Context: an optimization exercise on an open-source flow, tuned for small area. The choices shown serve that exercise and are no tape-out recipe. Only simulation tests tie the RTL to the original design; equivalence was not proved. Power and IR drop assume default switching activity.

File: design/flow/config.mk
export PLATFORM = sky130hd
export DESIGN_NAME = TLP_Completer
export DESIGN_NICKNAME = TLP_Completer
export VERILOG_FILES = /design/flow/design.v
export SDC_FILE = /design/flow/constraint.sdc
export NUM_CORES = 8
export LEC_CHECK = 0
export ABC_AREA = 1
export CAP_MARGIN = 20
export CORE_MARGIN = 2
export CORE_UTILIZATION = 40
export SLEW_MARGIN = 20
File: design/flow/constraint.sdc
create_clock -name core_clock -period 10.0 [get_ports {clk}]
set_input_delay 2.0000 -clock core_clock [delete_from_list [all_inputs] [get_ports {clk}]]
set_output_delay 2.0000 -clock core_clock [all_outputs]
set_load 0.01 [all_outputs]
File: design/flow/design.v
`timescale 1ns / 1ps
`default_nettype none
module HardwareSubunit #(
	parameter DELAY = 25
) (
	clk,
	reset,
	in_data,
	next_ready,
	out_data,
	completion_status,
	out_nz
);
	input	[34:0]	in_data;
	input		clk, reset, next_ready;
	output	[31:0]	out_data;
	output	[3:0]	completion_status;
	output		out_nz;
	localparam [1:0] C_MR = 2'd0, C_MW = 2'd1, C_CFG = 2'd2, C_OTHER = 2'd3;
	reg		cs, ov, ohv, hiv, size;
	reg [15:0]	hi, lo;			 
	reg [31:0]	old_data;
	reg [9:0]	pl;
	reg [1:0]	cls;			 
	reg [4:0]	dc;			 
	reg [1:0]	tc;
	assign out_data = ov ? ~{ohv ? hi : 16'h0000, lo} : 32'h0;
	assign completion_status = {cs, 3'b000};
	assign out_nz = ov;			 
	wire [31:0]	d = in_data[31:0];
	wire		dnz = |d;
	wire		chg = old_data != d;
	wire [4:0]	typ = d[28:24];
	wire [2:0]	fmt = d[31:29];
	reg		cs_v, ov_v, ohv_v, hiv_v, size_v;
	reg [15:0]	hi_v, lo_v;
	reg [9:0]	pl_v;
	reg [1:0]	cls_v, tc_v;
	reg [4:0]	dc_v;
	always @(posedge clk) begin
		cs_v = cs; ov_v = ov; ohv_v = ohv; hiv_v = hiv; size_v = size;
		hi_v = hi; lo_v = lo; pl_v = pl; cls_v = cls; tc_v = tc; dc_v = dc;
		if (reset) begin
			cs_v = 1'b0; ov_v = 1'b0; hiv_v = 1'b0; size_v = 1'b0;
			pl_v = 10'd0; cls_v = C_MR; tc_v = 2'd0; dc_v = 5'd0;
		end else begin
			if (dnz && pl_v == 10'd0 && tc_v == 2'd0 && dc_v == 5'd0) begin
				if (typ == 5'b00000) begin
					cls_v = (fmt[2:1] == 2'b00) ? C_MR : ((fmt[2:1] == 2'b01) ? C_MW : C_OTHER);
					if (fmt[2] == 1'b0) begin
						tc_v = fmt[0] ? 2'd3 : 2'd2;
						size_v = fmt[0];
					end
					pl_v = d[9:0];
				end else if (typ == 5'b00010) begin
					cls_v = C_MW;
					size_v = 1'b0;
					tc_v = 2'd2;
					pl_v = 10'd0;
				end else if (typ == 5'b00100 || typ == 5'b00101) begin
					cls_v = C_CFG;
					size_v = 1'b0;
					tc_v = 2'd2;
					pl_v = 10'd0;
				end else begin
					cls_v = C_OTHER;
				end
			end else if (chg && dnz && tc_v != 2'd0) begin
				tc_v = tc_v - 1'b1;
				if (cls_v != C_CFG) begin
					if (size_v && tc_v == 2'd1) begin
						hi_v = d[15:0];
						hiv_v = 1'b1;
					end
					if (tc_v == 2'd0) begin
						lo_v = d[31:16];
						dc_v = DELAY;
					end
				end else begin
					dc_v = DELAY;
				end
			end else if (tc_v == 2'd0 && (pl_v != 10'd0 || dc_v != 5'd0)) begin
				if (cls_v == C_MR) begin
					if (dc_v != 5'd0) begin
						dc_v = dc_v - 1'b1;
					end else if (pl_v != 10'd0 && next_ready && !ov) begin
						ov_v = ~&{hiv_v ? hi_v : 16'h0000, lo_v};
						ohv_v = hiv_v;
						pl_v = pl_v - 1'b1;
						cs_v = 1'b1;
					end
					if (pl_v == 10'd0) begin
						hiv_v = 1'b0;
						cls_v = C_MR;
						tc_v = 2'd0;
						size_v = 1'b0;
					end
				end else if (cls_v != C_OTHER) begin
					if (chg && dnz && dc_v == DELAY && pl_v != 10'd0) begin
						pl_v = pl_v - 1'b1;
					end else if (pl_v == 10'd0) begin
						dc_v = dc_v - 1'b1;
					end
					if (next_ready && dc_v == 5'd0) begin
						ov_v = 1'b0;
						cs_v = 1'b1;
						hiv_v = 1'b0;
						cls_v = C_MR;
						tc_v = 2'd0;
						size_v = 1'b0;
					end
				end
			end
			if (!next_ready) begin
				ov_v = 1'b0;
				cs_v = 1'b0;
			end
		end
		old_data <= d;
		cs <= cs_v; ov <= ov_v; ohv <= ohv_v; hiv <= hiv_v; size <= size_v;
		hi <= hi_v; lo <= lo_v; pl <= pl_v; cls <= cls_v; tc <= tc_v; dc <= dc_v;
	end
endmodule
`timescale 1ns / 1ps
`default_nettype none
module OLR_Ingress (
	clk,
	reset,
	header_in,
	payload_in,
	payload_nz,
	cs_in,
	sorter_ready,
	ready1,
	ready2,
	ho_valid,
	po_nz,
	h_kind,
	h_mid,
	h_len,
	h_w2,
	h_la,
	h_b135,
	h_link,
	p_data
);
	input		clk, reset, cs_in, sorter_ready, payload_nz;
	input [34:0]	header_in;
	input [31:0]	payload_in;
	output reg	ready1, ready2, ho_valid, po_nz;
	output reg [2:0] h_kind;		 
	output reg [11:0] h_mid;		 
	output reg [9:0] h_len;		 
	output reg [31:0] h_w2;
	output reg [4:0] h_la;		 
	output reg	h_b135;
	output reg [1:0] h_link;
	output reg [31:0] p_data;
	reg		hctl, pctl, rtd, mwctl, mww, p_lk, h_4dw;
	reg [1:0]	hcnt;
	reg [9:0]	cnt;
	reg		r1_v, r2_v, ho_v, po_v, hctl_v, pctl_v, rtd_v, mwctl_v, mww_v, plk_v, dw4_v;
	reg [2:0]	kind_v;
	reg [11:0]	mid_v;
	reg [9:0]	len_v;
	reg [31:0]	w2_v, pd_v;
	reg [4:0]	la_v;
	reg		b135_v;
	reg [1:0]	link_v, hcnt_v;
	reg [9:0]	cnt_v;
	wire		tnz = |header_in;
	localparam [2:0] K_OTHER = 3'd0, K_MR = 3'd1, K_MW = 3'd2, K_IO = 3'd3, K_CFG0 = 3'd4, K_CFG1 = 3'd5;
	wire [4:0]	typ = header_in[28:24];
	wire [2:0]	fmt = header_in[31:29];
	wire [2:0]	in_kind = (typ == 5'b00000) ? ((fmt[2:1] == 2'b00) ? K_MR : ((fmt[2:1] == 2'b01) ? K_MW : K_OTHER)) :
				  (typ == 5'b00010) ? K_IO : (typ == 5'b00100) ? K_CFG0 : (typ == 5'b00101) ? K_CFG1 : K_OTHER;
	wire		pnz = payload_nz;
	always @(posedge clk) begin
		r1_v = ready1; r2_v = ready2; ho_v = ho_valid; po_v = po_nz;
		hctl_v = hctl; pctl_v = pctl; rtd_v = rtd; mwctl_v = mwctl; mww_v = mww;
		plk_v = p_lk; dw4_v = h_4dw;
		kind_v = h_kind; mid_v = h_mid; len_v = h_len; w2_v = h_w2; la_v = h_la; b135_v = h_b135; link_v = h_link;
		pd_v = p_data; hcnt_v = hcnt; cnt_v = cnt;
		if (reset) begin
			r1_v = 1'b1; r2_v = 1'b0; ho_v = 1'b0; po_v = 1'b0;
			hctl_v = 1'b0; pctl_v = 1'b0; rtd_v = 1'b0; mwctl_v = 1'b0; mww_v = 1'b0;
			hcnt_v = 2'd0;
		end else begin
			if (!hctl_v && !pctl_v && r1_v && tnz && !mwctl_v) begin
				kind_v = in_kind;
				dw4_v = header_in[29];
				mid_v = header_in[23:12];
				len_v = header_in[9:0];
				b135_v = header_in[34];
				link_v = header_in[33:32];
				hcnt_v = 2'd1;
				hctl_v = 1'b1;
				r1_v = 1'b0;
				if (in_kind == K_MR) begin
					pctl_v = 1'b1;
					cnt_v = header_in[9:0];
				end
			end else if (hctl_v && hcnt_v != 2'd0 && r1_v && tnz) begin
				if (hcnt_v == 2'd1) begin
					w2_v = header_in[31:0];
					hcnt_v = 2'd2;
					r1_v = 1'b1;
				end else if (hcnt_v == 2'd2) begin
					if (!dw4_v) begin
						la_v = header_in[6:2];
						r1_v = 1'b0;
						hcnt_v = 2'd0;
					end else begin
						la_v = 5'd0;
						r1_v = 1'b1;
						hcnt_v = 2'd3;
					end
				end else begin
					la_v = header_in[6:2];
					hcnt_v = 2'd0;
					r1_v = 1'b0;
				end
				if (hcnt_v == 2'd0 && !mwctl_v)
					r2_v = 1'b1;
			end
			if (mwctl_v && !r1_v && cnt_v != 10'h3ff) begin
				r1_v = 1'b1;
				cnt_v = cnt_v - 1'b1;
				if (cnt_v == 10'h3ff) begin
					mwctl_v = 1'b0;
					mww_v = 1'b1;
					r1_v = 1'b0;
				end
			end else if (mwctl_v && r1_v && tnz) begin
				r1_v = 1'b0;
			end else if ((hctl_v || pctl_v) && kind_v == K_MW &&
				     hcnt_v == 2'd0 && !mwctl_v && !mww_v) begin
				mwctl_v = 1'b1;
				cnt_v = len_v;
			end
			if (cs_in && r2_v && hctl_v) begin
				r2_v = 1'b0;
				rtd_v = 1'b1;
				mww_v = 1'b0;
				if (pctl_v) begin
					pd_v = payload_in;
					plk_v = pnz | (|link_v);
					cnt_v = cnt_v - 1'b1;
				end
			end else if (pnz && pctl_v && r2_v && !hctl_v) begin
				pd_v = payload_in;
				plk_v = 1'b1;
				cnt_v = cnt_v - 1'b1;
				rtd_v = 1'b1;
			end
			if (rtd_v && sorter_ready && hctl_v) begin
				ho_v = 1'b1;
				hctl_v = 1'b0;
				if (!pctl_v) begin
					rtd_v = 1'b0;
					r1_v = 1'b1;
				end
			end else if (rtd_v && sorter_ready && pctl_v && !hctl_v && !ho_v) begin
				po_v = plk_v;
				rtd_v = 1'b0;
				if (cnt_v != 10'd0)
					r2_v = 1'b1;
				else begin
					pctl_v = 1'b0;
					r1_v = 1'b1;
				end
			end
			if (!sorter_ready) begin
				ho_v = 1'b0;
				po_v = 1'b0;
			end
			if (r1_v && (hcnt_v != 2'd0 || rtd_v) && tnz)
				r1_v = 1'b0;
			else if (!r1_v && hcnt_v != 2'd0 && !tnz)
				r1_v = 1'b1;
			if (r2_v && pnz)
				r2_v = 1'b0;
		end
		ready1 <= r1_v; ready2 <= r2_v; ho_valid <= ho_v; po_nz <= po_v;
		hctl <= hctl_v; pctl <= pctl_v; rtd <= rtd_v; mwctl <= mwctl_v; mww <= mww_v;
		p_lk <= plk_v; h_4dw <= dw4_v;
		h_kind <= kind_v; h_mid <= mid_v; h_len <= len_v; h_w2 <= w2_v; h_la <= la_v; h_b135 <= b135_v; h_link <= link_v;
		p_data <= pd_v; hcnt <= hcnt_v; cnt <= cnt_v;
	end
endmodule
`timescale 1ns / 1ps
`default_nettype none
module OLR_Sorter (
	clk,
	reset,
	ho_valid,
	po_nz,
	h_kind,
	h_mid,
	h_len,
	h_w2,
	h_la,
	h_b135,
	h_link,
	p_data,
	next_ready,
	ready,
	sorted_nz,
	pass_valid,
	c_kind,
	c_len,
	c_mid,
	c_be,
	c_la,
	c_tag,
	c_rid,
	c_link,
	q_data
);
	input		clk, reset, ho_valid, po_nz, next_ready;
	input [2:0]	h_kind;
	input [11:0]	h_mid;
	input [9:0]	h_len;
	input [31:0]	h_w2;
	input [4:0]	h_la;
	input		h_b135;
	input [1:0]	h_link;
	input [31:0]	p_data;
	output reg	ready;
	output		sorted_nz;
	output reg	pass_valid;
	output reg [2:0] c_kind;
	output reg [9:0] c_len;
	output reg [11:0] c_mid;
	output reg [7:0] c_be;
	output reg [4:0] c_la;
	output reg [7:0] c_tag;
	output reg [15:0] c_rid;
	output reg [1:0] c_link;
	output reg [31:0] q_data;
	reg		hc, pc, rtd, anz, sorted_valid;
	reg [9:0]	pcount;
	reg		ready_v, pass_v, hc_v, pc_v, rtd_v, anz_v, sv_v;
	reg [2:0]	kind_v;
	reg [9:0]	len_v, pcount_v;
	reg [11:0]	mid_v;
	reg [7:0]	be_v, tag_v;
	reg [4:0]	la_v;
	reg [15:0]	rid_v;
	reg [1:0]	link_v;
	reg [31:0]	q_v;
	wire		is_mr = h_kind == 3'd1;
	wire		is_known = h_kind != 3'd0;
	assign sorted_nz = sorted_valid & anz;
	always @(posedge clk) begin
		ready_v = ready; pass_v = pass_valid; hc_v = hc; pc_v = pc; rtd_v = rtd;
		anz_v = anz; sv_v = sorted_valid;
		kind_v = c_kind; len_v = c_len; pcount_v = pcount;
		mid_v = c_mid; be_v = c_be; tag_v = c_tag; la_v = c_la; rid_v = c_rid; link_v = c_link;
		q_v = q_data;
		if (reset) begin
			ready_v = 1'b1; pass_v = 1'b0; hc_v = 1'b0; pc_v = 1'b0; rtd_v = 1'b0;
			sv_v = 1'b0; pcount_v = 10'd0;
		end else begin
			if (ho_valid && ready_v && !hc_v && !pc_v) begin
				kind_v = h_kind;
				len_v = h_len;
				mid_v = h_mid;
				be_v = h_w2[7:0];
				la_v = h_la;
				tag_v = h_w2[15:8];
				rid_v = h_w2[31:16];
				link_v = h_link;
				anz_v = is_known | h_b135 | (|h_link);
				hc_v = 1'b1;
				if (is_mr) begin
					pc_v = 1'b1;
					pcount_v = h_len;
				end
				rtd_v = 1'b1;
			end
			if (rtd_v && next_ready && hc_v) begin
				sv_v = 1'b1;
				hc_v = 1'b0;
				rtd_v = 1'b0;
				ready_v = 1'b1;
			end
			if (pc_v && po_nz && ready_v && !hc_v) begin
				q_v = p_data;
				rtd_v = 1'b1;
				pcount_v = pcount_v - 1'b1;
				ready_v = 1'b0;
			end
			if (rtd_v && next_ready && pc_v && !hc_v) begin
				pass_v = 1'b1;
				rtd_v = 1'b0;
				ready_v = 1'b1;
				if (pcount_v == 10'd0)
					pc_v = 1'b0;
			end
			if (ready_v && (ho_valid || po_nz))
				ready_v = 1'b0;
			if (!ready_v && !ho_valid && !po_nz && !(rtd_v && !hc_v) && !(hc_v && anz_v))
				ready_v = 1'b1;
			if (!next_ready) begin
				sv_v = 1'b0;
				pass_v = 1'b0;
			end
		end
		ready <= ready_v; pass_valid <= pass_v; hc <= hc_v; pc <= pc_v; rtd <= rtd_v;
		anz <= anz_v; sorted_valid <= sv_v;
		c_kind <= kind_v; c_len <= len_v; pcount <= pcount_v;
		c_mid <= mid_v; c_be <= be_v; c_tag <= tag_v; c_la <= la_v; c_rid <= rid_v; c_link <= link_v;
		q_data <= q_v;
	end
endmodule
`timescale 1ns / 1ps
`default_nettype none
module OLR_Egress (
	clk,
	reset,
	sorted_nz,
	pass_valid,
	c_kind,
	c_len,
	c_mid,
	c_be,
	c_la,
	c_tag,
	c_rid,
	c_link,
	q_data,
	buffer_ready0,
	buffer_ready1,
	buffer_ready2,
	buffer_ready3,
	ready,
	data_out0,
	data_out1,
	data_out2,
	data_out3
);
	input		clk, reset, sorted_nz, pass_valid;
	input [2:0]	c_kind;		 
	input [9:0]	c_len;
	input [11:0]	c_mid;
	input [7:0]	c_be;
	input [4:0]	c_la;
	input [7:0]	c_tag;
	input [15:0]	c_rid;
	input [1:0]	c_link;
	input [31:0]	q_data;
	input		buffer_ready0, buffer_ready1, buffer_ready2, buffer_ready3;
	output reg	ready;
	output [34:0]	data_out0, data_out1, data_out2, data_out3;
	reg [32:0]	out0, out1, out2, out3;	 
	assign data_out0 = {out0[32], 2'b00, out0[31:0]};
	assign data_out1 = {out1[32], 2'b00, out1[31:0]};
	assign data_out2 = {out2[32], 2'b00, out2[31:0]};
	assign data_out3 = {out3[32], 2'b00, out3[31:0]};
	reg [2:0]	kind;
	wire		known = kind != 3'd0;
	wire		mr = kind == 3'd1;
	wire [2:0]	t = {kind[2], kind == 3'd3, kind[2] & kind[0]};	 
	reg [9:0]	len;
	reg [11:0]	mid;
	reg [7:0]	be, tag;
	reg [4:0]	la;
	reg [15:0]	rid;
	reg [1:0]	hcnt, lane;
	reg		hc, pc, rtd;
	reg [3:0]	stale, onz;
	wire [3:0]	br = {buffer_ready3, buffer_ready2, buffer_ready1, buffer_ready0};
	function [12:0] f_bc;
		input [7:0] be;
		input [9:0] len;
		reg [1:0] fz, lz;
		begin
			fz = be[0] ? 2'd0 : (be[1] ? 2'd1 : (be[2] ? 2'd2 : 2'd3));
			lz = be[7] ? 2'd0 : (be[6] ? 2'd1 : (be[5] ? 2'd2 : 2'd3));
			if (be[7:4] == 4'b0000) begin
				casex (be[3:0])
					4'b1xx1: f_bc = 13'd4;
					4'b01x1, 4'b1x10: f_bc = 13'd3;
					4'b0011, 4'b0110, 4'b1100: f_bc = 13'd2;
					default: f_bc = 13'd1;
				endcase
			end else if (be[3:0] == 4'b0000)
				f_bc = 13'd0;
			else
				f_bc = {1'b0, len, 2'b00} - (fz + lz);
		end
	endfunction
	function [1:0] f_lo2;
		input [3:0] be;
		begin
			casex (be)
				4'b0000: f_lo2 = 2'b00;
				4'bxxx1: f_lo2 = 2'b00;
				4'bxx10: f_lo2 = 2'b01;
				4'bx100: f_lo2 = 2'b10;
				4'b1000: f_lo2 = 2'b11;
				default: f_lo2 = 2'b00;
			endcase
		end
	endfunction
	reg [32:0]	w_v;
	reg [3:0]	wr_v, onz_v;
	reg [12:0]	bcount;
	reg [31:0]	word1, word2, word3;
	reg		ld, pld, known_v, mr_v;
	reg [2:0]	t_v, kind_v;
	reg [9:0]	len_v;
	reg [11:0]	mid_v;
	reg		ready_v, hc_v, pc_v, rtd_v, fire, wr;
	reg [1:0]	hcnt_v, lane_v;
	reg [9:0]	pcnt_v, len_n;
	reg [31:0]	preg_v;
	always @(*) begin
		ready_v = ready; hc_v = hc; pc_v = pc; rtd_v = rtd;
		hcnt_v = hcnt; lane_v = lane; pcnt_v = pc ? len : 10'd0;
		preg_v = {rid, tag, be};
		len_n = len;
		w_v = 33'd0; wr = 1'b0; wr_v = 4'd0; onz_v = onz;
		ld = !hc_v && !pc_v && ready_v && sorted_nz;
		if (ld) begin
			lane_v = c_link;
			hc_v = 1'b1;
			hcnt_v = 2'd3;
			rtd_v = 1'b1;
			if (c_kind == 3'd1) begin
				pcnt_v = c_len;
				pc_v = 1'b1;
			end
		end
		kind_v = ld ? c_kind : kind;
		known_v = kind_v != 3'd0;
		mr_v = kind_v == 3'd1;
		t_v = {kind_v[2], kind_v == 3'd3, kind_v[2] & kind_v[0]};
		len_v = ld ? c_len : len;
		if (ld)
			len_n = c_len;
		mid_v = ld ? c_mid : mid;
		pld = pass_valid && pc_v && ready_v;
		if (pld) begin
			preg_v = q_data;
			rtd_v = 1'b1;
		end
		bcount = mr ? f_bc(be, len) : ((t == 3'b010) ? 13'd63 : 13'd3);
		word1 = {1'b0, mr_v, 3'b000, t_v, mid_v, 2'b00, len_v};
		word2 = {16'hffff, 3'b000, bcount};
		word3 = {rid, tag, 1'b0, mr ? la : 5'd0, mr ? f_lo2(be[3:0]) : 2'b00};
		fire = br[lane_v] && rtd_v && !stale[lane_v];
		case (hcnt_v)
		2'd3: w_v = {1'b1, word1 & {32{known_v}}};
		2'd2: w_v = {1'b1, word2 & {32{known}}};
		2'd1: w_v = {pc_v, word3 & {32{known}}};
		default: w_v = {pcnt_v != 10'd1, preg_v};
		endcase
		if (fire) begin
			if (hcnt_v != 2'd0) begin
				wr = 1'b1;
				hcnt_v = hcnt_v - 1'b1;
			end else if (pc_v && pcnt_v != 10'd0) begin
				pcnt_v = pcnt_v - 1'b1;
				len_n = pcnt_v;
				wr = 1'b1;
			end
			wr_v[lane_v] = wr;
			if (hcnt_v == 2'd0 && pcnt_v != 10'd0) begin
				hc_v = 1'b0;
				rtd_v = 1'b0;
				ready_v = 1'b1;
			end else if (hcnt_v == 2'd0 && pcnt_v == 10'd0) begin
				hc_v = 1'b0;
				pc_v = 1'b0;
				lane_v = 2'd0;
				rtd_v = 1'b0;
				ready_v = 1'b1;
			end
		end
		onz_v = ((wr_v & {4{|w_v}}) | (~wr_v & onz)) & br;
		if (ready_v && rtd_v)
			ready_v = 1'b0;
		if (rtd_v && hc_v && (|onz_v))
			rtd_v = 1'b0;
		else if (!rtd_v && hc_v)
			rtd_v = 1'b1;
	end
	wire [3:0]	keep = br & {4{~reset}};
	wire [3:0]	put = br & wr_v & {4{~reset}};
	always @(posedge clk) begin
		out0 <= ({33{put[0]}} & w_v) | ({33{keep[0]}} & out0);
		out1 <= ({33{put[1]}} & w_v) | ({33{keep[1]}} & out1);
		out2 <= ({33{put[2]}} & w_v) | ({33{keep[2]}} & out2);
		out3 <= ({33{put[3]}} & w_v) | ({33{keep[3]}} & out3);
		stale <= br;
		if (reset) begin
			ready <= 1'b1; hc <= 1'b0; pc <= 1'b0; rtd <= 1'b0;
			hcnt <= 2'd0; lane <= 2'd0; onz <= 4'd0;
		end else begin
			ready <= ready_v; hc <= hc_v; pc <= pc_v; rtd <= rtd_v;
			hcnt <= hcnt_v; lane <= lane_v; onz <= onz_v;
		end
		if (pld && !ld)
			{rid, tag, be} <= q_data;
		len <= len_n;
		if (ld) begin
			kind <= c_kind; mid <= c_mid;
			be <= c_be; la <= c_la; tag <= c_tag; rid <= c_rid;
		end
	end
endmodule
`timescale 1ns / 1ps
`default_nettype none
module OLR (
	clk,
	reset,
	header_in,
	payload_in,
	payload_nz,
	completion_status,
	buffer_ready0,
	buffer_ready1,
	buffer_ready2,
	buffer_ready3,
	data_out0,
	data_out1,
	data_out2,
	data_out3,
	ready_buffer,
	ready_subunit
);
	input [34:0]	header_in;
	input [31:0]	payload_in;
	input [3:0]	completion_status;
	input		payload_nz;
	input		clk, reset, buffer_ready0, buffer_ready1, buffer_ready2, buffer_ready3;
	output [34:0]	data_out0, data_out1, data_out2, data_out3;
	output		ready_buffer, ready_subunit;
	wire		ho_valid, po_nz, sorter_ready, sorted_nz, pass_valid, egress_ready;
	wire [2:0]	h_kind, c_kind;
	wire [11:0]	h_mid;
	wire [9:0]	h_len;
	wire [31:0]	h_w2, p_data, q_data;
	wire [4:0]	h_la;
	wire		h_b135;
	wire [1:0]	h_link;
	wire [9:0]	c_len;
	wire [11:0]	c_mid;
	wire [7:0]	c_be, c_tag;
	wire [4:0]	c_la;
	wire [15:0]	c_rid;
	wire [1:0]	c_link;
	OLR_Ingress ingress (
		.clk(clk), .reset(reset),
		.header_in(header_in), .payload_in(payload_in), .payload_nz(payload_nz), .cs_in(|completion_status),
		.sorter_ready(sorter_ready),
		.ready1(ready_buffer), .ready2(ready_subunit),
		.ho_valid(ho_valid), .po_nz(po_nz),
		.h_kind(h_kind), .h_mid(h_mid), .h_len(h_len), .h_w2(h_w2), .h_la(h_la), .h_b135(h_b135), .h_link(h_link),
		.p_data(p_data)
	);
	OLR_Sorter sorter (
		.clk(clk), .reset(reset),
		.ho_valid(ho_valid), .po_nz(po_nz),
		.h_kind(h_kind), .h_mid(h_mid), .h_len(h_len), .h_w2(h_w2), .h_la(h_la), .h_b135(h_b135), .h_link(h_link),
		.p_data(p_data),
		.next_ready(egress_ready),
		.ready(sorter_ready), .sorted_nz(sorted_nz), .pass_valid(pass_valid),
		.c_kind(c_kind), .c_len(c_len), .c_mid(c_mid), .c_be(c_be),
		.c_la(c_la), .c_tag(c_tag), .c_rid(c_rid), .c_link(c_link), .q_data(q_data)
	);
	OLR_Egress egress (
		.clk(clk), .reset(reset),
		.sorted_nz(sorted_nz), .pass_valid(pass_valid),
		.c_kind(c_kind), .c_len(c_len), .c_mid(c_mid), .c_be(c_be),
		.c_la(c_la), .c_tag(c_tag), .c_rid(c_rid), .c_link(c_link), .q_data(q_data),
		.buffer_ready0(buffer_ready0), .buffer_ready1(buffer_ready1),
		.buffer_ready2(buffer_ready2), .buffer_ready3(buffer_ready3),
		.ready(egress_ready),
		.data_out0(data_out0), .data_out1(data_out1), .data_out2(data_out2), .data_out3(data_out3)
	);
endmodule
`timescale 1ns / 1ps
`default_nettype none
module TLP_Completer (
	clk,
	reset,
	in_data,
	in_ready,
	buffer_ready0,
	buffer_ready1,
	buffer_ready2,
	buffer_ready3,
	out_data0,
	out_data1,
	out_data2,
	out_data3
);
	input		clk,
			reset,
			buffer_ready0,
			buffer_ready1,
			buffer_ready2,
			buffer_ready3;
	input [34:0]	in_data;		 
	output		in_ready;		 
	output [34:0]	out_data0,		 
			out_data1,
			out_data2,
			out_data3;
	wire [31:0]	payload;
	wire [3:0]	completion_status;
	wire		ready_subunit;
	wire		payload_nz;
	HardwareSubunit #(
		25
	) HardwareSubunit1 (
		.clk(clk),
		.reset(reset),
		.in_data(in_data),
		.next_ready(ready_subunit),
		.out_data(payload),
		.completion_status(completion_status),
		.out_nz(payload_nz)
	);
	OLR OLR1 (
		.clk(clk),
		.reset(reset),
		.header_in(in_data),
		.payload_in(payload),
		.payload_nz(payload_nz),
		.completion_status(completion_status),
		.buffer_ready0(buffer_ready0),
		.buffer_ready1(buffer_ready1),
		.buffer_ready2(buffer_ready2),
		.buffer_ready3(buffer_ready3),
		.data_out0(out_data0),
		.data_out1(out_data1),
		.data_out2(out_data2),
		.data_out3(out_data3),
		.ready_buffer(in_ready),
		.ready_subunit(ready_subunit)
	);
endmodule
File: design/flow/flow/run.sh
#!/bin/bash
# The standard layout with three changes: the combinational logic is re-mapped
# for area after the floorplan, the port buffers are single strength, and the
# clock tree has no dummy loads. Each tool writes its output to a log here.
set -euo pipefail
export BUFFER_PORTS_ARGS="-buffer_cell sky130_fd_sc_hd__buf_1"
export CTS_ARGS="-sink_clustering_enable -repair_clock_nets -dont_use_dummy_load -buf_list sky130_fd_sc_hd__clkbuf_8 -sink_clustering_size 14 -sink_clustering_max_diameter 80"
bash standard.sh floorplan > standard_floorplan.log 2>&1
export RES_DIR=$PWD/orfs/results/sky130hd/TLP_Completer/base
export RMP_DIR=$PWD/rmp
export RMP_LIB=$PWD/rmp/cells.lib
mkdir -p rmp
python3 flow/filter_lib.py "$FLOW_HOME/platforms/sky130hd/config.mk" \
	"$FLOW_HOME/platforms/sky130hd/lib/sky130_fd_sc_hd__tt_025C_1v80.lib" "$RMP_LIB" > filter_lib.log 2>&1
openroad -no_init -exit flow/restructure.tcl > restructure.log 2>&1
rm -f "$RMP_LIB"
bash standard.sh finish > standard_finish.log 2>&1
File: design/flow/flow/filter_lib.py
#!/usr/bin/env python3
"""Copy a liberty file without the cells the platform marks don't-use.

usage: filter_lib.py platform_config.mk in.lib out.lib
"""
import re
import sys

cfg, src, dst = sys.argv[1:4]
text = open(cfg).read()
m = re.search(r"DONT_USE_CELLS\s*\+?=((?:[^\n]*\\\n)*[^\n]*)", text)
dont = set(m.group(1).replace("\\", " ").split())
lines = open(src).read().split("\n")
out = []
skip = 0
depth = 0
for line in lines:
    if skip:
        depth += line.count("{") - line.count("}")
        if depth <= 0:
            skip = 0
        continue
    c = re.match(r'\s*cell\s*\(\s*"?([\w]+)"?\s*\)', line)
    if c and (c.group(1) in dont or "lpflow" in c.group(1) or "probe" in c.group(1)):
        depth = line.count("{") - line.count("}")
        skip = 1
        continue
    out.append(line)
open(dst, "w").write("\n".join(out))
File: design/flow/flow/restructure.tcl
# Re-map the combinational logic of the floorplanned design for area.
# Registers, ports, tap cells and the power grid are left as they are.
set res $::env(RES_DIR)
read_db $res/2_floorplan.odb
read_liberty $::env(FLOW_HOME)/platforms/sky130hd/lib/sky130_fd_sc_hd__tt_025C_1v80.lib
read_sdc $res/2_floorplan.sdc
report_design_area
restructure -target area -liberty_file $::env(RMP_LIB) \
	-tielo_port sky130_fd_sc_hd__conb_1/LO -tiehi_port sky130_fd_sc_hd__conb_1/HI \
	-work_dir $::env(RMP_DIR) -abc_logfile $::env(RMP_DIR)/abc.log
report_design_area
write_db $res/2_floorplan.odb
File: design/flow/standard.sh
#!/bin/bash
# synth_recipe.tcl (not shown) runs the flow's synth.tcl, then flattens the netlist and writes it again
# the make line also repeats each setting of config.mk as NAME=value (left out here)
make -C /OpenROAD-flow-scripts/flow DESIGN_CONFIG=/design/flow/config.mk WORK_HOME=/design/flow/orfs CLKGATE_MAP_FILE= SYNTH_SCRIPT=/design/flow/synth_recipe.tcl "${@:-finish}"
==> impl_results.md, run 1 <==
- Combinational Power Share: 16.2%
- Drt first pass iters: 5
- Sequential cell area fraction in the yosys report: 58.9%
- Tightest Pin Transition: 1100 ps
- Die W: 242 um
- Routed via count: 15300
- Grt ovf: 0
- DRC Markers: 0
- Core footprint: 56300 um2
- I/O pin cnt: 182
- Ys flop type: edfxtp_1
- Port Buffers: 173
- Worst path required time: 10550 ps
- Leakage power total: 7.36 nW
- Die height: 242 um
- Setup TNS: 0 ps
- Iteration-0 DRC Markers: 1387
- Reg power frac: 58.3%
- Starting Density: 40.4%
- Post-CTS Hold Buffers: 0
- VDD IR max: 146 uV
- Clock Latency Late Sink: 660 ps
- Top cells by area, synth: edfxtp_1 (36%), dfxtp_1 (22%), nand2_1 (8.2%), o21ai_0 (5.1%), nand3_1 (4.5%)
- RSZ-0062 raised after global routing: false
- Dpl cell area: 22000 um2
- Routability cong.: 0.977
- Psw: 0.00121 W
- Yosys top cell by area: edfxtp_1
- HP Class: register to register
- Post-Syn Instances: 2449
- Layout filler cell count: 5509
- Synth warn: 4
- Clock transition at path regs: 90 ps
- Crit share post-route: 84.1%
- Site row count: 87
- Area grow syn2layout: -0.434%
- Skew final: 47.7 ps
- Clock power frac: 25.5%
- Die Area: 58800 um2
- Max-Cap Viols: 0
- Switch share: 28.6%
- Clock buffer depth: 3
- CTS sink count: 531
- Status: no timing/DRC/antenna violations
- Internal: 0.00301 W
- Min Tclk post-route: 8410 ps
- H-tree depth: 2
- Total Routed Length: 60300 um
- Largest fanout on the critical path: 21
- Setup violations, final: 0
- Critical path class: primary input to register
- Share of layout cells above drive strength 1: 4.50%
- Synthesized area: 22800 um2
- Final net count: 2088
- Max_slew headroom: 26.0%
- Post-detail-place hpwl: 43500 um
- Sequential cell area: 13400 um2
- Setup bufs post-CTS: 0
- Mean post-synth cell area: 9.29 um2
- GRT Total Usage: 20.0%
- EDFF count, synth: 276
- Final Hold Viols: 0
- Number of global-route vias before repair: 14500
- TritonCTS clock tree: done
- Distinct cell type count after synthesis: 70
- Pwr Density: 186 nW/um2
- Synth Register Bits: 531
- Setup WS post-layout: 1590 ps
- Initial antenna violation count: 2
- Final Cell Area: 22700 um2
- Maximum clock frequency: 0.119 GHz
- Wire per inst: 21.5 um
- Asr flop ratio synth: 0%
- Antenna Nets Post-Route: 0
- Crit. End Element: register
- DR vias/cell: 5.48
- Multi-input logic area: 6240 um2
- Root buf cell: clkbuf_8
- DP Worst Slack: 1270 ps
- Slew Viols, Final: 0
- Worst Setup Start Kind: primary input
- CTS buffer count: 44
- Resized Gates After CTS: 0
- Top cell type's share of synthesized area: 36.4%
- First-pass GRT wire length: 91100 um
- Pin count of the biggest net entering global routing: 65
- Critical path data arrival time: 8960 ps
==> cells in the mapped netlist (all sizes together), types with 6 or more instances <==
| library cell | n |
|---|---|
| nand2 | 513 |
| edfxtp | 276 |
| dfxtp | 255 |
| o21ai | 246 |
| inv | 236 |
| nand3 | 214 |
| nor2 | 210 |
| a21oi | 111 |
| clkbuf | 71 |
| nand4 | 58 |
| xor2 | 48 |
| buf | 31 |
| nor3 | 26 |
| ha | 18 |
| nor4 | 17 |
| xnor2 | 11 |
| o211ai | 9 |
| nand3b | 8 |
| or2 | 8 |
| a31oi | 7 |
| a22oi | 6 |
==> flip-flops by register name, indices dropped and copies added (netlist names), 12 cells and up <==
register,count
HardwareSubunit1.hi,16
HardwareSubunit1.lo,16
HardwareSubunit1.old_data,32
OLR1.egress.mid,12
OLR1.egress.out0,33
OLR1.egress.out1,33
OLR1.egress.out2,33
OLR1.egress.out3,33
OLR1.egress.rid,16
OLR1.ingress.h_mid,12
OLR1.ingress.h_w2,32
OLR1.ingress.p_data,32
OLR1.sorter.c_mid,12
OLR1.sorter.c_rid,16
OLR1.sorter.q_data,32
==> worst max-delay path, cell delays in order <==
cell and delay, ps:
buf_1 160, clkinv_1 320, nand3_1 180, nor4_1 80, nand4b_1 260, nor4_1 130, nor2_1 160, clkinv_1 480
nor2_1 710, clkinv_1 430, a22oi_1 430, nor3_1 110, nand4_1 100, nor4_1 60, nor3_1 170, buf_4 220
clkinv_1 240, o22a_1 290, or3_1 400, or2_0 270, or3_1 390, or2_0 260, nand2_1 70, nand2_1 80
nor4_1 470, nor2b_1 250, nor3_1 60, o21ai_0 170
==> logic make-up (layout without fill, tap and decap cells) <==
| logic type | after synthesis | count (layout) | synth area share, % |
|---|---|---|---|
| other cells | 1 | 17 | 0.0165 |
| xor+xnor | 59 | 5 | 2.27 |
| simple gates | 1061 | 521 | 20.9 |
| compound gates | 430 | 574 | 10.5 |
| fa+ha+maj | 19 | 0 | 1.08 |
| mux | 5 | 0 | 0.220 |
| flops | 531 | 531 | 58.9 |
| buf+inv | 343 | 398 | 6.09 |
==> cells in the final DEF, fill, tap and decap left out, types with 4 or more instances in the layout <==
cell type	instances
a221oi_1	14
edfxtp_1	276
a21oi_1	213
a2bb2oi_1	8
dfxtp_1	255
nor3_2	4
o21ai_0	55
or2_0	9
or3_1	18
nor2_2	5
nand4_1	14
a22oi_1	31
nor4_1	26
o221ai_1	10
a31oi_1	6
nand2_1	69
buf_4	36
clkbuf_8	44
a22o_1	9
nor3b_1	4
clkinv_1	145
o2111ai_1	6
nor3_1	35
o22a_1	70
nor2b_1	4
o21a_1	22
nand3_1	11
a222oi_1	6
xor2_1	4
or4_1	17
conb_1	16
o2bb2ai_1	24
o22ai_1	70
nor2_1	291
buf_1	172
==> per-layer routing <==
layer | GRT usage, % | wire length (um)
met5 | 0 | 12
met4 | 6.01 | 1680
met3 | 3.26 | 4370
met2 | 30.7 | 26400
met1 | 29.0 | 27800
==> cell type report <==
type                       count  area share, %
sequential                   531           59.1
multi-input combinational   1116           27.6
tap                          756           4.18
timing repair buffer         209           4.07
clock buffer                  44           2.67
inverter                     145           2.40
antenna                        1         0.0110
==> path summary, 6_finish.rpt <==
kind              slack, ps                start                  end  cells after the start
hold / removal          420  OLR1.sorter.c_la[1]    OLR1.egress.la[1]                      0
setup reg to reg       3080  OLR1.ingress.ready1  OLR1.ingress.ready1                     24
setup / recovery       1590           in_data[8]  OLR1.ingress.ready1                     28
hold reg to reg         420  OLR1.sorter.c_la[1]    OLR1.egress.la[1]                      0
==> power groups by stage <==
stage	clock [W]	combinational [W]	sequential, W
5_1_grt	0.00117	0.000755	0.00247
3_3_place_gp	0	0.000663	0.00251
6_report	0.00107	0.000683	0.00246
3_5_place_dp	0	0.000670	0.00251
4_1_cts	0.00111	0.000673	0.00246
2_1_floorplan	0	0.00135	0.00256
==> per-stage QoR <==
step,util (%),total power [W],hold WS (ps),cells
floorplan,-,0.00390,400,2456
global placement,39.2,0.00317,408,2757
detailed placement,39.2,0.00318,405,2757
CTS,40.2,0.00424,424,2801
global route,40.2,0.00440,435,2801
finish,40.3,0.00421,417,2802
==> inputs of run 2 (changes only) <==
==> design/flow/flow/run.sh (replaced) <==
#!/bin/bash
# The standard layout with three changes. After the standard synthesis, its
# combinational logic is re-mapped for area by Yosys and ABC (the registers
# keep their names and cells); the port buffers are single strength; and the
# clock tree has no dummy loads. Each tool writes its output to a log here.
set -euo pipefail
export BUFFER_PORTS_ARGS="-buffer_cell sky130_fd_sc_hd__buf_1"
export CTS_ARGS="-sink_clustering_enable -repair_clock_nets -dont_use_dummy_load -buf_list sky130_fd_sc_hd__clkbuf_8 -sink_clustering_size 14 -sink_clustering_max_diameter 80"
bash standard.sh synth > standard_synth.log 2>&1
RES=$PWD/orfs/results/sky130hd/TLP_Completer/base
mkdir -p resyn
python3 flow/filter_lib.py "$FLOW_HOME/platforms/sky130hd/config.mk" \
	"$FLOW_HOME/platforms/sky130hd/lib/sky130_fd_sc_hd__tt_025C_1v80.lib" resyn/cells.lib > filter_lib.log 2>&1
python3 flow/split_lib.py resyn/cells.lib resyn/comb.lib resyn/seq.lib > split_lib.log 2>&1
cp "$RES/1_2_yosys.v" resyn/standard.v
sed "s/@T@/${RESYN_SECONDS:-60}/" flow/abc.script > resyn/abc.script
sed -e "s|@SEQLIB@|resyn/seq.lib|g" -e "s|@COMBLIB@|resyn/comb.lib|g" -e "s|@IN@|resyn/standard.v|" \
	-e "s|@OUT@|resyn/remapped.v|" -e "s|@STAT0@|resyn/stat0.txt|" -e "s|@SCRIPT@|resyn/abc.script|" \
	flow/resyn.ys.in > resyn/resyn.ys
YOSYS=$(command -v yosys || echo "$FLOW_HOME/../tools/install/yosys/bin/yosys")
"$YOSYS" -l resyn.log -s resyn/resyn.ys > /dev/null 2>&1
cp resyn/remapped.v "$RES/1_2_yosys.v"
rm -f resyn/cells.lib resyn/comb.lib resyn/seq.lib
bash standard.sh finish > standard_finish.log 2>&1
==> design/flow/flow/abc.script (new file) <==
strash
&get -n
&deepsyn -T @T@
&put
dch -f
amap
topo
==> design/flow/flow/resyn.ys.in (new file) <==
# Re-map the combinational logic of the standard synthesis for area. The
# registers are black boxes here, so they keep their names and cells.
read_liberty -lib @SEQLIB@
read_liberty -ignore_miss_func @COMBLIB@
read_verilog @IN@
hierarchy -top TLP_Completer
flatten
delete t:$scopeinfo
rename -hide w:*.*
opt_clean
tee -o @STAT0@ stat
abc -liberty @COMBLIB@ -script @SCRIPT@
opt_clean -purge
hilomap -hicell sky130_fd_sc_hd__conb_1 HI -locell sky130_fd_sc_hd__conb_1 LO
splitnets
opt_clean -purge
select TLP_Completer
write_verilog -noattr -nohex -nodec -selected @OUT@
==> design/flow/flow/split_lib.py (new file) <==
#!/usr/bin/env python3
"""Split a liberty file into its combinational cells and its sequential cells.

usage: split_lib.py in.lib comb.lib seq.lib
"""
import re
import sys

src, comb_out, seq_out = sys.argv[1:4]
lines = open(src).read().split("\n")
head, cells, tail = [], [], []
i = 0
while i < len(lines) and not re.match(r'\s*cell\s*\(', lines[i]):
    head.append(lines[i])
    i += 1
while i < len(lines):
    if re.match(r'\s*cell\s*\(', lines[i]):
        depth = 0
        body = []
        while True:
            body.append(lines[i])
            depth += lines[i].count("{") - lines[i].count("}")
            i += 1
            if depth <= 0:
                break
        cells.append(body)
    else:
        tail.append(lines[i])
        i += 1
def is_seq(body):
    return any(re.match(r'\s*(ff|latch|statetable)\s*\(', l) for l in body)
for out, want in ((comb_out, False), (seq_out, True)):
    with open(out, "w") as f:
        f.write("\n".join(head) + "\n")
        for b in cells:
            if is_seq(b) == want:
                f.write("\n".join(b) + "\n")
        f.write("\n".join(tail) + "\n")
removed: design/flow/flow/restructure.tcl
==> impl_results.md, run 2 <==
- Status: no timing/DRC/antenna violations
- RSZ-0062 raised after global routing: false
- Total power: 0.00388 W (-7.8%)
- Synth warn: 4 (unchanged)
- Synthesized area: 19500 um2 (-14%)
- Clock transition at path regs: 90 ps (about the same)
- Max incr delay on CP: 690 ps (-20 ps)
- Grt ovf: 0 (unchanged)
- Max-Cap Viols: 0 (unchanged)
- Port Buffers: 173 (unchanged)
- Die Area: 50600 um2 (-14%)
- Layout filler cell count: 4468 (-19%)
- Critical path class: primary input to register
- Crit share post-route: 86.3% (+2.2 points)
- TritonCTS clock tree: done
- Clock Latency Late Sink: 660 ps (about the same)
- Resized Gates After CTS: 0 (unchanged)
- Routability cong.: 0.941 (-3.7%)
- VDD IR max: 106 uV (-27%)
- Root buf cell: clkbuf_8
- Worst-path cell with the longest stage delay: clkinv_1
- Setup violations, final: 0 (unchanged)
- DR vias/cell: 5.45 (-0.55%)
- H-tree depth: 2 (unchanged)
- Drt first pass iters: 7 (+2)
- Setup TNS: 0 ps (unchanged)
- Final Instance Count excl. Fillers: 2617 (-6.6%)
- Util after Layout: 45.5% (+5.3 points)
- Pwr Density: 178 nW/um2 (-4.4%)
- Die height: 225 um (-7.3%)
- Crit path top cell by count: nand2_1
- Die W: 225 um (-7.3%)
- Skew final: 76.2 ps (+28.5 ps)
- DRC Markers: 0 (unchanged)
- Dpl cell area: 21200 um2 (-3.7%)
- Iteration-0 DRC Markers: 1204 (-13%)
- Antenna Nets Post-Route: 0 (unchanged)
- CTS sink count: 531 (unchanged)
- Number of cells after detailed placement: 2572 (-6.7%)
- Leakage power total: 7.01 nW (-4.7%)
- Slew Viols, Final: 0 (unchanged)
- Final Hold Viols: 0 (unchanged)
- GRT Total Usage: 21.5% (+1.5 points)
- Clock buffer depth: 3 (unchanged)
- Final net count: 2044 (-2.1%)
- Most frequent cells in the layout: edfxtp_1 (276), clkinv_1 (259), dfxtp_1 (255)
- Worst Setup Start Kind: primary input
- Crit. End Element: register
- Critical path data arrival time: 9230 ps (+270 ps)
- Final Cell Area: 21800 um2 (-3.6%)
- First-pass GRT wire length: 82200 um (-9.7%)
- Share of layout cells above drive strength 1: 4.50% (about the same)
- Maximum clock frequency: 0.116 GHz (-2.6%)
- I/O pin cnt: 182 (unchanged)
- HP Class: register to register
- Mean post-synth cell area: 11.1 um2 (+20%)
- Largest fanout on the critical path: 30 (+43%)
- Routed via count: 14300 (-7.1%)
- Core footprint: 47900 um2 (-15%)
- Site row count: 80 (-8.0%)
- Tightest Pin Transition: 1070 ps (-24.7 ps)
- Post-Syn Instances: 1752 (-28%)
- Min Tclk post-route: 8630 ps (+221 ps)
- Post-CTS Hold Buffers: 0 (unchanged)
- Pin count of the biggest net entering global routing: 83 (+28%)
- Worst path required time: 10600 ps (+50 ps)
- Wire per inst: 20.8 um (-3.1%)
- Starting Density: 40.7% (+0.27 points)
- Commonest non-fill, non-tap cell in the layout: edfxtp_1
- Max_slew headroom: 28.3% (+2.3 points)
- Number of global-route vias before repair: 13500 (-6.9%)
- Area grow syn2layout: 11.9%
- Setup bufs post-CTS: 0 (unchanged)
- Post-detail-place hpwl: 39400 um (-9.4%)
- Initial antenna violation count: 4 (+2)
- Total Routed Length: 54500 um (-9.5%)
- CTS buffer count: 44 (unchanged)
-- run 2: cell types whose count changed in the layout (fill, tap and decap cells not counted), moves of 24 or more --
cell | previous run | this run
o2bb2ai_1 | 24 | 0
a21oi_1 | 213 | 108
clkinv_1 | 145 | 259
nand2_1 | 69 | 93
o22ai_1 | 70 | 161
nor2_1 | 291 | 243
o22a_1 | 70 | 11
-- run 2: final cells by class --
class / instances / area (um2) / share of cell area, %
Tap cell: 615 / 769 / 3.52
Timing Repair Buffer: 205 / 891 / 4.08
Clock buffer: 44 / 606 / 2.77
Multi-Input combinational cell: 961 / 5200 / 23.8
Sequential cell: 531 / 13400 / 61.3
Inverter: 260 / 976 / 4.47
Antenna cell: 1 / 2.50 / 0.0115
-- run 2: routing by layer --
| layer | up-vias | share of wire [%] | track usage [%] |
|---|---|---|---|
| met5 | - | 0.017 | 0 |
| met4 | 2 | 3.2 | 7.43 |
| met3 | 97 | 8.3 | 5.04 |
| met2 | 532 | 43 | 32.1 |
| met1 | 6801 | 45 | 30.6 |
| li1 | 6823 | - | - |
-- run 2: critical path: cells and delay by family --
family                 cells  cell delay [ps]
and+or+nand+nor           20             4710
AOI/OAI and AO/OA          6             1250
buffers and inverters      5             1250
-- run 2: final timing paths --
check | start | slack (ps) | depth (start not counted) | endpoint
max | in_data[27] | 1370 | 31 | OLR1.ingress.ready1
min | OLR1.ingress.h_w2[27] | 410 | 0 | OLR1.sorter.c_rid[11]
max reg2reg | OLR1.egress.ready | 3590 | 24 | OLR1.egress.rtd
min reg2reg | OLR1.ingress.h_w2[27] | 410 | 0 | OLR1.sorter.c_rid[11]
-- run 2: stage by stage --
| step | hold slack [ps] | setup slack [ps] |
|---|---|---|
| after detailed placement | 405 | 879 |
| after global placement | 402 | 1230 |
| after CTS | 407 | 1580 |
| final | 408 | 1370 |
| after global routing | 411 | 466 |
| after floorplan | 400 | 2170 |
-- run 2: power by group --
group / total [W] / switching (W) / leakage [nW] / internal [W]
Combinational: 0.000354 / 0.000247 / 2.08 / 0.000106
Sequential: 0.00247 / 0.0000772 / 4.61 / 0.00239
Clock: 0.00106 / 0.000667 / 0.316 / 0.000394
==> inputs of run 3 (changes only) <==
--- a/design/flow/config.mk
+++ b/design/flow/config.mk
@@ -8,5 +8,5 @@
 export ABC_AREA = 1
 export CAP_MARGIN = 20
 export CORE_MARGIN = 2
-export CORE_UTILIZATION = 40
+export CORE_UTILIZATION = 60
 export SLEW_MARGIN = 20
==> impl_results.md, run 3 <==
- Mean post-synth cell area: 11.1 um2 (unchanged)
- Switch share: 25.0% (-0.51 points)
- VDD IR max: 133 uV (+25%)
- Combinational Power Share: 9.4% (+0.3 points)
- Grt ovf: 0 (unchanged)
- Total Routed Length: 49800 um (-8.7%)
- Psw: 0.000963 W (-2.9%)
- Share of layout cells above drive strength 1: 4.40% (-0.098 points)
- Util after Layout: 66.9% (+21 points)
- Reg power frac: 64.0% (+0.4 points)
- Critical path data arrival time: 8890 ps (-340 ps)
- Routability cong.: 0.972 (+3.3%)
- Final net count: 2043 (-0.049%)
- Setup violations, final: 0 (unchanged)
- Sequential cell area: 13400 um2 (unchanged)
- Pin count of the biggest net entering global routing: 63 (-24%)
- GRT Total Usage: 29.7% (+8.2 points)
- Setup bufs post-CTS: 0 (unchanged)
- Resized Gates After CTS: 0 (unchanged)
- CTS sink count: 531 (unchanged)
- Clock transition at path regs: 90 ps (about the same)
- DR vias/cell: 5.87 (+7.7%)
- TritonCTS clock tree: done
- Crit. End Element: register
- Iteration-0 DRC Markers: 1402 (+16%)
- Pwr Density: 178 nW/um2 (+0.20%)
- N_diodes: 0 (-1)
- Root buf cell: clkbuf_8
- Die W: 184 um (-18%)
- Max incr delay on CP: 430 ps (-260 ps)
- Antenna Nets Post-Route: 0 (unchanged)
- Post-detail-place hpwl: 36600 um (-7.2%)
- First-pass GRT wire length: 76700 um (-6.7%)
- Synth warn: 4 (unchanged)
- Commonest non-fill, non-tap cell in the layout: edfxtp_1
- Hold EP: OLR1.sorter.q_data[24]
- R2R cell count: 24 (unchanged)
- Area grow syn2layout: 10.7%
- Initial antenna violation count: 0 (-4)
- Die Area: 34000 um2 (-33%)
- Worst-path cell with the longest stage delay: nor4_1
- Wire per inst: 20.4 um (-2.2%)
- Core footprint: 32300 um2 (-33%)
- Final Hold Viols: 0 (unchanged)
- Drt first pass iters: 5 (-2)
- Hold Crit Start: OLR1.ingress.p_data[24]
- Clock buffer depth: 3 (unchanged)
- Number of global-route vias before repair: 13300 (-1.2%)
- Tightest Pin Transition: 1030 ps (-45.8 ps)
- Layout filler cell count: 2583 (-42%)
- Skew final: 65.2 ps (-10.9 ps)
- Crit share post-route: 83.9% (-2.4 points)
- Largest fanout on the critical path: 11 (-63%)
- Worst Setup Start Kind: primary input
- DRC Markers: 0 (unchanged)
- Routed via count: 14300 (+0.51%)
- Maximum clock frequency: 0.119 GHz (+2.8%)
- HP Class: register to register
- Post-CTS Hold Buffers: 0 (unchanged)
- Worst R2R Start: OLR1.egress.ready
- Max-Cap Viols: 0 (unchanged)
- H-tree depth: 2 (unchanged)
- Min Tclk post-route: 8390 ps (-239 ps)
- Status: no timing/DRC/antenna violations
- Critical path class: primary input to register
- Leakage power total: 7.00 nW (-0.13%)
- Worst path required time: 10500 ps (-100 ps)
- Most frequent cells in the layout: edfxtp_1 (276), clkinv_1 (259), dfxtp_1 (255)
- Clock power frac: 26.6% (-0.7 points)
- Worst r2r dst: OLR1.egress.rtd
- Internal: 0.00289 W (-0.22%)
- Slew Viols, Final: 0 (unchanged)
- Synthesized area: 19500 um2 (unchanged)
- Port Buffers: 173 (unchanged)
- Setup TNS: 0 ps (unchanged)
- Site row count: 66 (-18%)
- Post-Syn Instances: 1752 (unchanged)
- Die height: 184 um (-18%)
- Starting Density: 60.4% (+20 points)
- RSZ-0062 raised after global routing: false
- Reg-to-reg slack, setup: 3440 ps (-150 ps)
- I/O pin cnt: 182 (unchanged)
- Max_slew headroom: 31.5% (+3.2 points)
- Multi-input logic area: 5190 um2 (-0.17%)
- CTS buffer count: 43 (-2.3%)
- Worst Hold Path Cells: 0 (unchanged)
- Clock Latency Late Sink: 610 ps (-50 ps)
-- run 3: worst max-delay path: cells and delay by family --
family | cells | cell delay [ps]
compound gates | 8 | 1520
buf+inv | 9 | 1240
simple gates | 21 | 4130
-- run 3: metal layers --
layer | part of all wire, % | GRT usage, % | vias up | wire, um
met2 | 45 | 46.6 | 648 | 22400
li1 | - | - | 6817 | -
met3 | 8.2 | 5.30 | 76 | 4100
met4 | 2.6 | 8.29 | 0 | 1280
met1 | 44 | 42.8 | 6786 | 22000
met5 | 0 | 0 | - | 0
-- run 3: worst max-delay path by stage --
| stage | start | endpoint | slack, ps | cells past startpoint |
|---|---|---|---|---|
| floorplan | in_data[28] | OLR1.ingress.ready1 | 2170 | 36 |
| global placement | in_data[28] | OLR1.ingress.ready1 | 1310 | 38 |
| global route | in_data[28] | OLR1.ingress.ready1 | 650 | 38 |
| CTS | in_data[28] | OLR1.ingress.ready1 | 1720 | 38 |
| detailed placement | in_data[28] | OLR1.ingress.ready1 | 1170 | 38 |
| finish | in_data[28] | OLR1.ingress.ready1 | 1610 | 38 |
-- run 3: area by class of cell --
| cell class | count | area share, % |
|---|---|---|
| Sequential cell | 531 | 62.0 |
| Multi-Input combinational cell | 961 | 24.0 |
| Inverter | 260 | 4.52 |
| Timing Repair Buffer | 205 | 4.13 |
| Clock buffer | 43 | 2.74 |
| Tap cell | 442 | 2.56 |
-- run 3: power by group through the flow --
stage	clock network (W)	logic (W)	registers [W]
3_3_place_gp	0	0.000347	0.00251
6_report	0.00102	0.000361	0.00247
2_1_floorplan	0	0.000239	0.00248
4_1_cts	0.00104	0.000355	0.00246
3_5_place_dp	0	0.000354	0.00251
5_1_grt	0.00112	0.000400	0.00248
-- run 3: per-stage QoR --
step	hold WS (ps)	power (W)	area [um2]	worst slack [ps]	cells
after floorplan	400	0.00272	19500	2170	1752
after detailed placement	405	0.00287	21000	1170	2399
final	394	0.00385	21600	1610	2442
after global routing	422	0.00400	21600	651	2442
after CTS	405	0.00386	21600	1720	2442
after global placement	401	0.00286	21000	1310	2399
==> inputs of run 4 (changes only) <==
--- a/design/flow/flow/run.sh
+++ b/design/flow/flow/run.sh
@@ -12,13 +12,16 @@
 python3 flow/filter_lib.py "$FLOW_HOME/platforms/sky130hd/config.mk" \
 	"$FLOW_HOME/platforms/sky130hd/lib/sky130_fd_sc_hd__tt_025C_1v80.lib" resyn/cells.lib > filter_lib.log 2>&1
 python3 flow/split_lib.py resyn/cells.lib resyn/comb.lib resyn/seq.lib > split_lib.log 2>&1
+# the cells ABC maps to: o22ai is left out, as ABC then maps the lane registers'
+# hold logic to a22o instead of o22ai with an inverter on the register output
+python3 flow/mklib.py resyn/comb.lib resyn/map.lib 'sky130_fd_sc_hd__o22ai_' > mklib.log 2>&1
 cp "$RES/1_2_yosys.v" resyn/standard.v
 sed "s/@T@/${RESYN_SECONDS:-60}/" flow/abc.script > resyn/abc.script
-sed -e "s|@SEQLIB@|resyn/seq.lib|g" -e "s|@COMBLIB@|resyn/comb.lib|g" -e "s|@IN@|resyn/standard.v|" \
+sed -e "s|@SEQLIB@|resyn/seq.lib|g" -e "s|@COMBLIB@|resyn/comb.lib|g" -e "s|@MAPLIB@|resyn/map.lib|g" -e "s|@IN@|resyn/standard.v|" \
 	-e "s|@OUT@|resyn/remapped.v|" -e "s|@STAT0@|resyn/stat0.txt|" -e "s|@SCRIPT@|resyn/abc.script|" \
 	flow/resyn.ys.in > resyn/resyn.ys
 YOSYS=$(command -v yosys || echo "$FLOW_HOME/../tools/install/yosys/bin/yosys")
 "$YOSYS" -l resyn.log -s resyn/resyn.ys > /dev/null 2>&1
 cp resyn/remapped.v "$RES/1_2_yosys.v"
-rm -f resyn/cells.lib resyn/comb.lib resyn/seq.lib
+rm -f resyn/cells.lib resyn/comb.lib resyn/seq.lib resyn/map.lib
 bash standard.sh finish > standard_finish.log 2>&1
==> design/flow/flow/abc.script (replaced) <==
strash
&get -n
&deepsyn -T @T@
&put
dch -f
amap
topo
strash
dch -f
amap
topo
==> design/flow/flow/mklib.py (new file) <==
#!/usr/bin/env python3
"""Copy a liberty file without the cells whose names match any of the patterns.

usage: mklib.py in.lib out.lib pattern...
"""
import re
import sys

src, dst = sys.argv[1:3]
pats = sys.argv[3:]
out = []
skip = 0
depth = 0
for line in open(src).read().split("\n"):
    if skip:
        depth += line.count("{") - line.count("}")
        if depth <= 0:
            skip = 0
        continue
    m = re.match(r'\s*cell\s*\(\s*"?(\w+)"?\s*\)', line)
    if m and any(re.match(p, m.group(1)) for p in pats):
        depth = line.count("{") - line.count("}")
        skip = 1
        continue
    out.append(line)
open(dst, "w").write("\n".join(out))
--- a/design/flow/flow/resyn.ys.in
+++ b/design/flow/flow/resyn.ys.in
@@ -9,7 +9,7 @@
 rename -hide w:*.*
 opt_clean
 tee -o @STAT0@ stat
-abc -liberty @COMBLIB@ -script @SCRIPT@
+abc -liberty @MAPLIB@ -script @SCRIPT@
 opt_clean -purge
 hilomap -hicell sky130_fd_sc_hd__conb_1 HI -locell sky130_fd_sc_hd__conb_1 LO
 splitnets
==> impl_results.md, run 4 <==
- Status: no timing/DRC/antenna violations
- Synthesized area: 19400 um2 (-0.53%)
- Crit path top cell by count: o21ai_0
- Worst Setup Start Kind: primary input
- Site row count: 65 (-1.5%)
- Port Buffers: 173 (unchanged)
- Routability cong.: 0.934 (-3.9%)
- Worst R2R Start: OLR1.egress.ready
- Internal: 0.00290 W (+0.46%)
- Setup WS post-layout: 1460 ps (-149 ps)
- Initial antenna violation count: 3 (+3)
- Clock Latency Late Sink: 590 ps (-20 ps)
- Iteration-0 DRC Markers: 1472 (+5.0%)
- Grt ovf: 0 (unchanged)
- Starting Density: 61.2% (+0.76 points)
- Min Tclk post-route: 8540 ps (+149 ps)
- Critical Path Source: in_data[28]
- Critical path class: primary input to register
- Max incr delay on CP: 560 ps (+130 ps)
- Wire per inst: 22.0 um (+8.0%)
- TritonCTS clock tree: done
- Max-Cap Viols: 0 (unchanged)
- Final net count: 1912 (-6.4%)
- Area grow syn2layout: 10.4%
- DP Worst Slack: 1040 ps (-131 ps)
- HP Class: register to register
- Total power: 0.00388 W (+0.89%)
- Psw: 0.000984 W (+2.2%)
- GRT Total Usage: 29.7% (about the same)
- Share of layout cells above drive strength 1: 4.39% (-0.013 points)
- Setup TNS: 0 ps (unchanged)
- Critical path data arrival time: 9030 ps (+140 ps)
- Commonest non-fill, non-tap cell in the layout: edfxtp_1
- RSZ-0062 raised after global routing: false
- Number of global-route vias before repair: 13100 (-1.8%)
- Core footprint: 31700 um2 (-1.8%)
- Routed via count: 14100 (-1.4%)
- Leakage power total: 7.25 nW (+3.6%)
- Util after Layout: 67.5% (+0.66 points)
- First-pass GRT wire length: 76400 um (-0.41%)
- Sequential cell area: 13400 um2 (unchanged)
- Post-Syn Instances: 1631 (-6.9%)
- Final Hold Slack: 393 ps (-0.966 ps)
- Antenna Nets Post-Route: 0 (unchanged)
- Pin count of the biggest net entering global routing: 57 (-9.5%)
- Max_slew headroom: 34.9% (+3.4 points)
- Drt first pass iters: 8 (+3)
- Clock buffer depth: 3 (unchanged)
- Die W: 184 um (-0.26%)
- Die Area: 33800 um2 (-0.51%)
- Combinational Power Share: 9.7% (+0.3 points)
- Reg power frac: 63.6% (-0.4 points)
- Pwr Density: 181 nW/um2 (+1.7%)
- Tightest Pin Transition: 976 ps (-52.0 ps)
- Clock power frac: 26.7% (about the same)
- Worst path required time: 10490 ps (about the same)
- Total Routed Length: 50100 um (+0.51%)
- Resized Gates After CTS: 0 (unchanged)
- Clock transition at path regs: 90 ps (about the same)
- I/O pin cnt: 182 (unchanged)
- CTS sink count: 531 (unchanged)
- DR vias/cell: 6.22 (+5.9%)
- Hold Crit Start: OLR1.ingress.h_w2[17]
- Crit. End Element: register
- Maximum clock frequency: 0.117 GHz (-1.7%)
- Post-detail-place hpwl: 35900 um (-1.7%)
- Setup bufs post-CTS: 0 (unchanged)
- Crit share post-route: 85.4% (+1.5 points)
- H-tree depth: 2 (unchanged)
- Post-CTS Hold Buffers: 0 (unchanged)
- Layout filler cell count: 2449 (-5.2%)
- Skew final: 55.0 ps (-10.2 ps)
- DRC Markers: 0 (unchanged)
- Switch share: 25.3% (+0.32 points)
- Reg-to-reg slack, setup: 3580 ps (+140 ps)
- Root buf cell: clkbuf_8
- VDD IR max: 149 uV (+11%)
- Synth warn: 4 (unchanged)
- Die height: 184 um (-0.26%)
- Multi-input logic area: 5610 um2 (+8.1%)
- CTS buffer count: 44 (+2.3%)
- Largest fanout on the critical path: 12 (+1)
- Slew Viols, Final: 0 (unchanged)
- Mean post-synth cell area: 11.9 um2 (+6.9%)
- Worst-path cell with the longest stage delay: or4_1
- Final Hold Viols: 0 (unchanged)
- Most frequent cells in the layout: edfxtp_1 (276), dfxtp_1 (255), nor2_1 (247)
- Setup violations, final: 0 (unchanged)
## run 4: path summary, 6_finish.rpt
check | endpoint | cells after the start
max | OLR1.ingress.ready1 | 30
min | OLR1.sorter.c_rid[1] | 0
max reg2reg | OLR1.egress.rtd | 22
min reg2reg | OLR1.sorter.c_rid[1] | 0
## run 4: layout make-up
| cell class | count | area share [%] |
|---|---|---|
| diodes | 1 | 0.0117 |
| flip-flops and latches | 531 | 62.5 |
| multi-input cells | 966 | 26.2 |
| clock buffers | 44 | 2.83 |
| repair buffers | 194 | 3.77 |
| inverters | 134 | 2.35 |
| well taps | 402 | 2.35 |
## run 4: metrics by stage
step / area (um2) / std cells
6_report: 21400 / 2272
5_1_grt: 21400 / 2271
2_1_floorplan: 19400 / 1631
3_5_place_dp: 20800 / 2227
4_1_cts: 21400 / 2271
3_3_place_gp: 20800 / 2227
## run 4: worst max-delay path, delay by kind of cell
kind / cells / cell delay, ps
AOI/OAI and AO/OA: 12 / 2410
buffers and inverters: 4 / 800
and+or+nand+nor: 14 / 3820
## run 4: per-layer routing
metal | share of wire [%] | up-vias | track usage (%)
li1 | - | 6557 | -
met1 | 44 | 6810 | 43.7
met2 | 44 | 653 | 45.2
met3 | 8.4 | 102 | 5.05
met4 | 3.1 | 0 | 9.47
met5 | 0 | - | 0
## run 4: power groups by stage
| stage | Sequential, W | Clock [W] | Combinational, W |
|---|---|---|---|
| after CTS | 0.00247 | 0.00105 | 0.000373 |
| after detailed placement | 0.00252 | 0 | 0.000371 |
| after floorplan | 0.00248 | 0 | 0.000244 |
| after global routing | 0.00248 | 0.00113 | 0.000425 |
| after global placement | 0.00252 | 0 | 0.000367 |
| final | 0.00247 | 0.00104 | 0.000377 |

[port drivers added, routing unchanged]
In the flow no input, the clock included, has a driving cell. The finished layouts below were timed again as built, in two steps. Step 1 assumes that a clkbuf_16 drives the clock port and a buf_2 every other input. Step 2 moves the port delays by t, midway between the first and last clock arrival at a register: inputs arrive t later, outputs are due t later. That takes back most of the time a late clock gives input paths. Slacks: ideal / step 1 / step 2; pairs: ideal / step 1.
| run | shift t [ns] | setup slack, ns | worst setup path after step 2 | clock arrival spread, ns |
|---|---|---|---|---|
| run 1 | 0.682 | 1.591 / 1.613 / 0.931 | input to register | 0.055 / 0.054 |
| run 2 | 0.679 | 1.370 / 1.403 / 0.724 | input to register | 0.076 / 0.076 |
| run 3 | 0.625 | 1.608 / 1.636 / 1.011 | input to register | 0.069 / 0.068 |
| run 4 | 0.609 | 1.460 / 1.484 / 0.875 | input to register | 0.060 / 0.060 |
After both steps setup and hold are still met in every run listed. For run 1, which loses most, drivers alone change the setup slack by +0.022 ns; drivers and shift together by -0.660 ns.
